What follows belongs to an exercise in optimizing a design on an open flow for small area, a short achievable clock period and few clock cycles; a production flow would make more cautious choices. RTL that was checked went through simulation tests only; none was proved equivalent to the original. No activity file was given, so power comes from the tool's default toggle rates.

==> trial 64 <==
==> flow/design.v (excerpt) <==
module RV32i_top (
    input  logic        clk_i,
    input  logic        resetn_i,
    input  logic        imem_valid_i,
    output logic [31:0] imem_add_o,
    input  logic [31:0] imem_data_i,
    output logic [31:0] dmem_add_o,
    input  logic [31:0] dmem_do_i,
    output logic [31:0] dmem_di_o,
    output logic        dmem_we_o,
    output logic        dmem_re_o,
    output logic [ 3:0] dmem_ble_o
);
==> flow/config.mk <==
export PLATFORM = sky130hd
export DESIGN_NAME = RV32i_top
export DESIGN_NICKNAME = RV32i_top
export VERILOG_FILES = /design/flow/design.v
export SDC_FILE = /design/flow/constraint.sdc
export NUM_CORES = 8
export LEC_CHECK = 0
export CAP_MARGIN = 20
export CORE_MARGIN = 2
export CORE_UTILIZATION = 40
export CTS_BUF_LIST = sky130_fd_sc_hd__clkbuf_8
export CTS_CLUSTER_DIAMETER = 100
export CTS_CLUSTER_SIZE = 12
export SLEW_MARGIN = 20
==> flow/constraint.sdc <==
create_clock -name core_clock -period 10.0 [get_ports {clk_i}]
set_input_delay 2.0000 -clock core_clock [delete_from_list [all_inputs] [get_ports {clk_i}]]
set_output_delay 2.0000 -clock core_clock [all_outputs]
set_load 0.01 [all_outputs]
standard.sh (not shown) runs the stock make flow with config.mk's settings and CLKGATE_MAP_FILE= SYNTH_SCRIPT=/design/flow/synth_recipe.tcl, a recipe that flattens the netlist after the stock synthesis.
==> flow/flow/run.sh <==
#!/bin/bash
# Layout: the standard flow (standard.sh), with the timing-repair knobs
# from flow/knobs.sh exported to ORFS. Each tool's output is in standard.log
# here and in ORFS's own logs under orfs/logs.
set -euo pipefail
source flow/knobs.sh
bash standard.sh > standard.log 2>&1
==> flow/flow/knobs.sh <==
export SETUP_SLACK_MARGIN=6.0
export BUFFER_PORTS_ARGS="-buffer_cell sky130_fd_sc_hd__buf_2"
==> inputs of build 79, as changes to trial 64 <==
--- a/flow/design.v
+++ b/flow/design.v
@@ -195,22 +195,22 @@
     output logic        dmem_re_o,
     output logic [ 3:0] dmem_ble_o
 );
   logic [11:0] pc_q;   
   logic        ex_wb_q, ex_load_q, ex_store_q, ex_branch_q, ex_jalr_q, ex_link_q;
-  logic        ex_re_q;   
   logic        ex_pred_q;   
-  logic        ex_addt_q;   
+  logic        ex_back_q;   
+  logic [3:0] ex_hidx_q;   
   logic        ex_kill_q;   
   logic [ 4:0] ex_rd_q;
   logic [ 2:0] ex_f3_q;
   logic [31:0] ex_a_q, ex_b_q, ex_sd_q;
   logic [11:0] ex_alt_q;   
   logic ex_sub_q, ex_add_q, ex_slt_q, ex_sltu_q, ex_xor_q, ex_or_q, ex_and_q;
   logic ex_sll_q, ex_sr_q, ex_arith_q;
   logic [ 4:0] ex_shamt_q;   
-  logic        mem_wb_q, mem_load_q, mem_store_q, mem_re_q;
+  logic        mem_wb_q, mem_load_q, mem_store_q;
   logic [ 4:0] mem_rd_q;
   logic [ 2:0] mem_f3_q;
   logic [31:0] mem_res_q, mem_sd_q;
   logic [ 3:0] mem_ble_q;
   logic ex_wb, ex_load, ex_store, ex_branch, ex_jalr;
@@ -229,11 +229,11 @@
   assign wb_data = mem_load_q ? ld_data : mem_res_q;
   assign dmem_add_o = mem_res_q;
   assign dmem_di_o  = mem_sd_q;
   assign dmem_ble_o = mem_ble_q;
   assign dmem_we_o  = mem_store_q;
-  assign dmem_re_o  = mem_re_q;
+  assign dmem_re_o  = mem_load_q;
   logic [31:0] ins;
   logic [ 4:0] rs1, rs2, rd;
   logic uses_rs1, uses_rs2, b_is_rs2, a_is_pc, a_is_zero, d_wb, d_load, d_store;
   logic d_branch, d_jal, d_jalr;
   logic [31:0] imm;
@@ -284,22 +284,24 @@
   logic [31:0] res;
   assign fwd1 = ex_wb && rs1 == ex_rd_q;
   assign fwd2 = ex_wb && rs2 == ex_rd_q;
   logic stall;
   assign stall = ex_load && ((uses_rs1 && rs1 == ex_rd_q) || (uses_rs2 && rs2 == ex_rd_q));
-  logic redirect;
+  logic redirect, taken;
   logic [11:0] redirect_pc;
   logic [11:0] pc_inc, tgt_j, tgt_b, pc_fd;
-  logic pred_taken, rd_nz, d_shift, jalr_early;
-  logic [13:0] jalr_tgt;
-  assign pred_taken = d_branch & ins[31];   
+  logic pred_taken, rd_nz, d_shift;
+  logic [15:0] bht_q;
+  always_ff @(posedge clk_i or negedge resetn_i) begin
+    if (!resetn_i) bht_q <= '0;
+    else if (ex_branch && !ex_back_q) bht_q[ex_hidx_q] <= taken;
+  end
+  assign pred_taken = d_branch & (ins[31] | bht_q[pc_q[3:0]]);
   assign tgt_j  = pc_q + {ins[13:12], ins[20], ins[30:22]};
   assign tgt_b  = pc_q + {ins[31], ins[31], ins[7], ins[30:25], ins[11:9]};
   assign pc_inc = pc_q + 12'd1;
-  assign jalr_early = d_jalr & ex_wb & ex_addt_q & (rs1 == ex_rd_q);
-  assign jalr_tgt   = ex_a_q[13:0] + ex_b_q[13:0] + {{2{ins[31]}}, ins[31:20]};
-  assign pc_fd  = d_jal ? tgt_j : pred_taken ? tgt_b : jalr_early ? jalr_tgt[13:2] : pc_inc;
+  assign pc_fd  = d_jal ? tgt_j : pred_taken ? tgt_b : pc_inc;
   logic go;   
   assign go = imem_valid_i & ~stall;
   always_ff @(posedge clk_i or negedge resetn_i) begin
     if (!resetn_i) pc_q <= 12'd0;
     else if (redirect) pc_q <= redirect_pc;
@@ -310,29 +312,28 @@
   assign d_shift = d_sll | d_sr;
   always_ff @(posedge clk_i or negedge resetn_i) begin
     if (!resetn_i) begin
       ex_wb_q     <= 1'b0;
       ex_load_q   <= 1'b0;
-      ex_re_q     <= 1'b0;
       ex_store_q  <= 1'b0;
       ex_branch_q <= 1'b0;
       ex_jalr_q   <= 1'b0;
       ex_kill_q   <= 1'b0;
     end else begin
       ex_kill_q   <= redirect;
       ex_wb_q     <= go & d_wb & rd_nz;
       ex_load_q   <= go & d_load & rd_nz;
-      ex_re_q     <= go & d_load;
       ex_store_q  <= go & d_store;
       ex_branch_q <= go & d_branch;
-      ex_jalr_q   <= go & d_jalr & ~jalr_early;
+      ex_jalr_q   <= go & d_jalr;
     end
   end
   always_ff @(posedge clk_i) begin
     ex_link_q  <= d_jal | d_jalr;
     ex_pred_q  <= pred_taken;
-    ex_addt_q  <= d_add & ~d_sub & ~d_load & ~d_jal & ~d_jalr;
+    ex_back_q  <= ins[31];
+    ex_hidx_q  <= pc_q[3:0];
     ex_rd_q    <= rd;
     ex_f3_q    <= ins[14:12];
     ex_a_q     <= (fwd1 && uses_rs1) ? res
                 : a_is_zero ? 32'd0 : a_is_pc ? {18'd0, pc_q, 2'b00} : rs1_val;
     ex_b_q     <= (fwd2 && b_is_rs2) ? res : b_is_rs2 ? rs2_val : imm;
@@ -351,11 +352,11 @@
     ex_sr_q    <= d_sr;
     ex_arith_q <= d_arith;
   end
   logic [31:0] a, b, sd, alu_res, sum;
   logic [ 4:0] shamt;
-  logic eq, lt, ltu, cond, taken;
+  logic eq, lt, ltu, cond;
   assign a     = ex_a_q;
   assign b     = ex_b_q;
   assign sd    = ex_sd_q;
   assign shamt = ex_shamt_q;
   alu u_alu (
@@ -395,16 +396,14 @@
   always_ff @(posedge clk_i or negedge resetn_i) begin
     if (!resetn_i) begin
       mem_wb_q    <= 1'b0;
       mem_load_q  <= 1'b0;
       mem_store_q <= 1'b0;
-      mem_re_q    <= 1'b0;
     end else begin
       mem_wb_q    <= ex_wb;
       mem_load_q  <= ex_load;
       mem_store_q <= ex_store;
-      mem_re_q    <= ex_re_q & ~ex_kill_q;
     end
   end
   always_ff @(posedge clk_i) begin
     mem_rd_q  <= ex_rd_q;
     mem_f3_q  <= ex_f3_q;
==> flow/flow/knobs.sh (replaced) <==
export SETUP_SLACK_MARGIN=6.2
export BUFFER_PORTS_ARGS="-buffer_cell sky130_fd_sc_hd__buf_1"
==> inputs of trial 18, as changes to trial 64 <==
--- a/flow/design.v
+++ b/flow/design.v
@@ -10,11 +10,10 @@
   localparam logic [4:0] OPC_JAL    = 5'b11011;
 endpackage
 module alu (
     input  logic [31:0] a_i,
     input  logic [31:0] b_i,
-    input  logic [ 4:0] shamt_i,    
     input  logic        sub_i,      
     input  logic        sel_add_i,
     input  logic        sel_slt_i,
     input  logic        sel_sltu_i,
     input  logic        sel_xor_i,
@@ -29,25 +28,19 @@
     output logic        lt_o,       
     output logic        ltu_o       
 );
   logic [32:0] sum33;
   logic [31:0] bx;
-  logic [31:0] sh_in, sh_out, sll, sr;
+  logic [31:0] sll, sr;
   assign bx    = sub_i ? ~b_i : b_i;
   assign sum33 = {1'b0, a_i} + {1'b0, bx} + {32'd0, sub_i};
   assign sum_o = sum33[31:0];
   assign eq_o  = (a_i == b_i);
   assign ltu_o = ~sum33[32];
   assign lt_o  = (a_i[31] ^ b_i[31]) ? a_i[31] : sum33[31];
-  always_comb begin
-    for (int i = 0; i < 32; i++) sh_in[i] = sel_sll_i ? a_i[31-i] : a_i[i];
-  end
-  assign sh_out = 32'($signed({arith_i & a_i[31], sh_in}) >>> shamt_i);
-  always_comb begin
-    for (int i = 0; i < 32; i++) sll[i] = sh_out[31-i];
-  end
-  assign sr = sh_out;
+  assign sll = a_i << b_i[4:0];
+  assign sr  = $signed({arith_i & a_i[31], a_i}) >>> b_i[4:0];
   assign res_o = ({32{sel_add_i}} & sum33[31:0])
                | ({32{sel_xor_i}} & (a_i ^ b_i))
                | ({32{sel_or_i}}  & (a_i | b_i))
                | ({32{sel_and_i}} & (a_i & b_i))
                | ({32{sel_sll_i}} & sll)
@@ -195,32 +188,23 @@
     output logic        dmem_re_o,
     output logic [ 3:0] dmem_ble_o
 );
   logic [11:0] pc_q;   
   logic        ex_wb_q, ex_load_q, ex_store_q, ex_branch_q, ex_jalr_q, ex_link_q;
-  logic        ex_re_q;   
   logic        ex_pred_q;   
-  logic        ex_addt_q;   
-  logic        ex_kill_q;   
   logic [ 4:0] ex_rd_q;
   logic [ 2:0] ex_f3_q;
   logic [31:0] ex_a_q, ex_b_q, ex_sd_q;
+  logic        ex_fwd_a_q, ex_fwd_b_q, ex_fwd_s_q;
   logic [11:0] ex_alt_q;   
   logic ex_sub_q, ex_add_q, ex_slt_q, ex_sltu_q, ex_xor_q, ex_or_q, ex_and_q;
   logic ex_sll_q, ex_sr_q, ex_arith_q;
-  logic [ 4:0] ex_shamt_q;   
-  logic        mem_wb_q, mem_load_q, mem_store_q, mem_re_q;
+  logic        mem_wb_q, mem_load_q, mem_store_q;
   logic [ 4:0] mem_rd_q;
   logic [ 2:0] mem_f3_q;
   logic [31:0] mem_res_q, mem_sd_q;
   logic [ 3:0] mem_ble_q;
-  logic ex_wb, ex_load, ex_store, ex_branch, ex_jalr;
-  assign ex_wb     = ex_wb_q & ~ex_kill_q;
-  assign ex_load   = ex_load_q & ~ex_kill_q;
-  assign ex_store  = ex_store_q & ~ex_kill_q;
-  assign ex_branch = ex_branch_q & ~ex_kill_q;
-  assign ex_jalr   = ex_jalr_q & ~ex_kill_q;
   logic [31:0] ld_data, wb_data;
   RV32i_load_fmt u_ldfmt (
       .f3_i  (mem_f3_q),
       .addr_i(mem_res_q[1:0]),
       .word_i(dmem_do_i),
@@ -229,11 +213,11 @@
   assign wb_data = mem_load_q ? ld_data : mem_res_q;
   assign dmem_add_o = mem_res_q;
   assign dmem_di_o  = mem_sd_q;
   assign dmem_ble_o = mem_ble_q;
   assign dmem_we_o  = mem_store_q;
-  assign dmem_re_o  = mem_re_q;
+  assign dmem_re_o  = mem_load_q;
   logic [31:0] ins;
   logic [ 4:0] rs1, rs2, rd;
   logic uses_rs1, uses_rs2, b_is_rs2, a_is_pc, a_is_zero, d_wb, d_load, d_store;
   logic d_branch, d_jal, d_jalr;
   logic [31:0] imm;
@@ -278,70 +262,57 @@
       .rs1_data_o(rf_rs1),
       .rs2_data_o(rf_rs2)
   );
   assign rs1_val = (mem_wb_q && mem_rd_q == rs1) ? wb_data : rf_rs1;
   assign rs2_val = (mem_wb_q && mem_rd_q == rs2) ? wb_data : rf_rs2;
-  logic fwd1, fwd2;
-  logic [31:0] res;
-  assign fwd1 = ex_wb && rs1 == ex_rd_q;
-  assign fwd2 = ex_wb && rs2 == ex_rd_q;
   logic stall;
-  assign stall = ex_load && ((uses_rs1 && rs1 == ex_rd_q) || (uses_rs2 && rs2 == ex_rd_q));
+  assign stall = ex_load_q && ((uses_rs1 && rs1 == ex_rd_q) || (uses_rs2 && rs2 == ex_rd_q));
   logic redirect;
   logic [11:0] redirect_pc;
-  logic [11:0] pc_inc, tgt_j, tgt_b, pc_fd;
-  logic pred_taken, rd_nz, d_shift, jalr_early;
-  logic [13:0] jalr_tgt;
+  logic [11:0] pc_inc, pc_tgt, off;
+  logic pred_taken, rd_nz;
   assign pred_taken = d_branch & ins[31];   
-  assign tgt_j  = pc_q + {ins[13:12], ins[20], ins[30:22]};
-  assign tgt_b  = pc_q + {ins[31], ins[31], ins[7], ins[30:25], ins[11:9]};
+  assign off = d_jal ? {ins[13:12], ins[20], ins[30:22]}
+                     : {ins[31], ins[31], ins[7], ins[30:25], ins[11:9]};
+  assign pc_tgt = pc_q + off;
   assign pc_inc = pc_q + 12'd1;
-  assign jalr_early = d_jalr & ex_wb & ex_addt_q & (rs1 == ex_rd_q);
-  assign jalr_tgt   = ex_a_q[13:0] + ex_b_q[13:0] + {{2{ins[31]}}, ins[31:20]};
-  assign pc_fd  = d_jal ? tgt_j : pred_taken ? tgt_b : jalr_early ? jalr_tgt[13:2] : pc_inc;
   logic go;   
-  assign go = imem_valid_i & ~stall;
+  assign go = imem_valid_i & ~stall & ~redirect;
   always_ff @(posedge clk_i or negedge resetn_i) begin
     if (!resetn_i) pc_q <= 12'd0;
     else if (redirect) pc_q <= redirect_pc;
-    else if (imem_valid_i && !stall) pc_q <= pc_fd;
+    else if (imem_valid_i && !stall) pc_q <= (d_jal || pred_taken) ? pc_tgt : pc_inc;
   end
   assign imem_add_o = {18'd0, pc_q, 2'b00};
   assign rd_nz = (rd != 5'd0);
-  assign d_shift = d_sll | d_sr;
   always_ff @(posedge clk_i or negedge resetn_i) begin
     if (!resetn_i) begin
       ex_wb_q     <= 1'b0;
       ex_load_q   <= 1'b0;
-      ex_re_q     <= 1'b0;
       ex_store_q  <= 1'b0;
       ex_branch_q <= 1'b0;
       ex_jalr_q   <= 1'b0;
-      ex_kill_q   <= 1'b0;
     end else begin
-      ex_kill_q   <= redirect;
       ex_wb_q     <= go & d_wb & rd_nz;
       ex_load_q   <= go & d_load & rd_nz;
-      ex_re_q     <= go & d_load;
       ex_store_q  <= go & d_store;
       ex_branch_q <= go & d_branch;
-      ex_jalr_q   <= go & d_jalr & ~jalr_early;
+      ex_jalr_q   <= go & d_jalr;
     end
   end
   always_ff @(posedge clk_i) begin
     ex_link_q  <= d_jal | d_jalr;
     ex_pred_q  <= pred_taken;
-    ex_addt_q  <= d_add & ~d_sub & ~d_load & ~d_jal & ~d_jalr;
     ex_rd_q    <= rd;
     ex_f3_q    <= ins[14:12];
-    ex_a_q     <= (fwd1 && uses_rs1) ? res
-                : a_is_zero ? 32'd0 : a_is_pc ? {18'd0, pc_q, 2'b00} : rs1_val;
-    ex_b_q     <= (fwd2 && b_is_rs2) ? res : b_is_rs2 ? rs2_val : imm;
-    ex_sd_q    <= fwd2 ? res : rs2_val;
-    ex_shamt_q <= (fwd2 && d_shift && b_is_rs2) ? res[4:0]
-                : !d_shift ? 5'd0 : b_is_rs2 ? rs2_val[4:0] : ins[24:20];
-    ex_alt_q   <= (pred_taken || d_jal || d_jalr) ? pc_inc : tgt_b;
+    ex_a_q     <= a_is_zero ? 32'd0 : a_is_pc ? {18'd0, pc_q, 2'b00} : rs1_val;
+    ex_b_q     <= b_is_rs2 ? rs2_val : imm;
+    ex_sd_q    <= rs2_val;
+    ex_fwd_a_q <= ex_wb_q && uses_rs1 && rs1 == ex_rd_q;
+    ex_fwd_b_q <= ex_wb_q && b_is_rs2 && rs2 == ex_rd_q;
+    ex_fwd_s_q <= ex_wb_q && rs2 == ex_rd_q;
+    ex_alt_q   <= (pred_taken || d_jal || d_jalr) ? pc_inc : pc_tgt;
     ex_sub_q   <= d_sub;
     ex_add_q   <= d_add;
     ex_slt_q   <= d_slt;
     ex_sltu_q  <= d_sltu;
     ex_xor_q   <= d_xor;
@@ -349,21 +320,18 @@
     ex_and_q   <= d_and;
     ex_sll_q   <= d_sll;
     ex_sr_q    <= d_sr;
     ex_arith_q <= d_arith;
   end
-  logic [31:0] a, b, sd, alu_res, sum;
-  logic [ 4:0] shamt;
+  logic [31:0] a, b, sd, alu_res, sum, res;
   logic eq, lt, ltu, cond, taken;
-  assign a     = ex_a_q;
-  assign b     = ex_b_q;
-  assign sd    = ex_sd_q;
-  assign shamt = ex_shamt_q;
+  assign a  = ex_fwd_a_q ? mem_res_q : ex_a_q;
+  assign b  = ex_fwd_b_q ? mem_res_q : ex_b_q;
+  assign sd = ex_fwd_s_q ? mem_res_q : ex_sd_q;
   alu u_alu (
       .a_i       (a),
       .b_i       (b),
-      .shamt_i   (shamt),
       .sub_i     (ex_sub_q),
       .sel_add_i (ex_add_q),
       .sel_slt_i (ex_slt_q),
       .sel_sltu_i(ex_sltu_q),
       .sel_xor_i (ex_xor_q),
@@ -378,11 +346,11 @@
       .lt_o      (lt),
       .ltu_o     (ltu)
   );
   assign cond  = ex_f3_q[2] ? (ex_f3_q[1] ? ltu : lt) : eq;
   assign taken = cond ^ ex_f3_q[0];
-  assign redirect    = ex_jalr | (ex_branch & (taken ^ ex_pred_q));
+  assign redirect    = ex_jalr_q | (ex_branch_q & (taken ^ ex_pred_q));
   assign redirect_pc = ex_jalr_q ? sum[13:2] : ex_alt_q;
   assign res = ex_link_q ? {18'd0, ex_alt_q, 2'b00} : alu_res;
   logic [ 3:0] st_ble;
   logic [31:0] st_data;
   RV32i_store_fmt u_stfmt (
@@ -395,16 +363,14 @@
   always_ff @(posedge clk_i or negedge resetn_i) begin
     if (!resetn_i) begin
       mem_wb_q    <= 1'b0;
       mem_load_q  <= 1'b0;
       mem_store_q <= 1'b0;
-      mem_re_q    <= 1'b0;
     end else begin
-      mem_wb_q    <= ex_wb;
-      mem_load_q  <= ex_load;
-      mem_store_q <= ex_store;
-      mem_re_q    <= ex_re_q & ~ex_kill_q;
+      mem_wb_q    <= ex_wb_q;
+      mem_load_q  <= ex_load_q;
+      mem_store_q <= ex_store_q;
     end
   end
   always_ff @(posedge clk_i) begin
     mem_rd_q  <= ex_rd_q;
     mem_f3_q  <= ex_f3_q;
==> flow/run.sh (new file) <==
#!/bin/bash
# synth_recipe.tcl (not shown) runs the flow's synth.tcl, then flattens the netlist and writes it again
# the make line also repeats each setting of config.mk as NAME=value (left out here)
make -C /OpenROAD-flow-scripts/flow DESIGN_CONFIG=/design/flow/config.mk WORK_HOME=/design/flow/orfs CLKGATE_MAP_FILE= SYNTH_SCRIPT=/design/flow/synth_recipe.tcl finish
--- a/flow/config.mk
+++ b/flow/config.mk
@@ -6,9 +6,6 @@
 export NUM_CORES = 8
 export LEC_CHECK = 0
 export CAP_MARGIN = 20
 export CORE_MARGIN = 2
 export CORE_UTILIZATION = 40
-export CTS_BUF_LIST = sky130_fd_sc_hd__clkbuf_8
-export CTS_CLUSTER_DIAMETER = 100
-export CTS_CLUSTER_SIZE = 12
 export SLEW_MARGIN = 20
removed: flow/flow/run.sh
removed: flow/flow/knobs.sh
removed: flow/standard.sh
==> notes <==
In trial 18 the non-clock buffer count is lower than in build 79, by 134.
Against build 79, the clock-buffer cell count of trial 18 is higher by 46.
Of build 79 and trial 64, build 79 has the higher total power (gap 1.1%, measured against trial 64).
Die area, lowest first: trial 18, trial 64, build 79.
Wire length, highest first: build 79, trial 64, trial 18.
Via count, highest first: build 79, trial 64, trial 18.
Fmax: build 79 > trial 64 > trial 18.
First-iteration DRC count, lowest first: trial 18, trial 64, build 79.
Critical path depth: build 79 < trial 64 < trial 18.
Testbench counts of build 79, summed over its fixed seeds: cycles 70,366.
Testbench counts of trial 18, summed over its fixed seeds: cycles 72,984.
No functional check of the RTL was part of trial 64.

-- afterwards: timing with drivers on the ports --
The results above use ideal ports. As a check the final layouts listed here were re-extracted and re-timed, cells and wires unchanged. Step 1 sets driving cells, clkbuf_16 on the clock port and buf_2 on the other inputs (assumed; they add their load-dependent delay and slew). Step 2 adds t to the input delays and takes it off the output delays; t is the mean of the earliest and latest rising clock arrival at the registers after step 1. Input paths then give back, and output paths get back, about the clock's delay inside the block. Three values: no drivers, after step 1, after step 2; two values: the first two.
run	t (ns)	setup WS [ns]	hold slack, ns	worst setup path after step 2	pins driven straight from the clock port
trial 64	0.966	5.686 / 5.686 / 4.849	0.385 / 0.385 / 0.385	input to register	1
build 79	0.969	6.098 / 6.121 / 5.152	0.391 / 0.391 / 0.391	input to register	1
trial 18	0.866	3.598 / 3.598 / 2.816	0.354 / 0.354 / 0.354	input to register	1
After both steps every run listed still meets setup and hold. For build 79, which loses most, drivers alone change the setup slack by +0.023 ns; drivers and shift together by -0.946 ns.
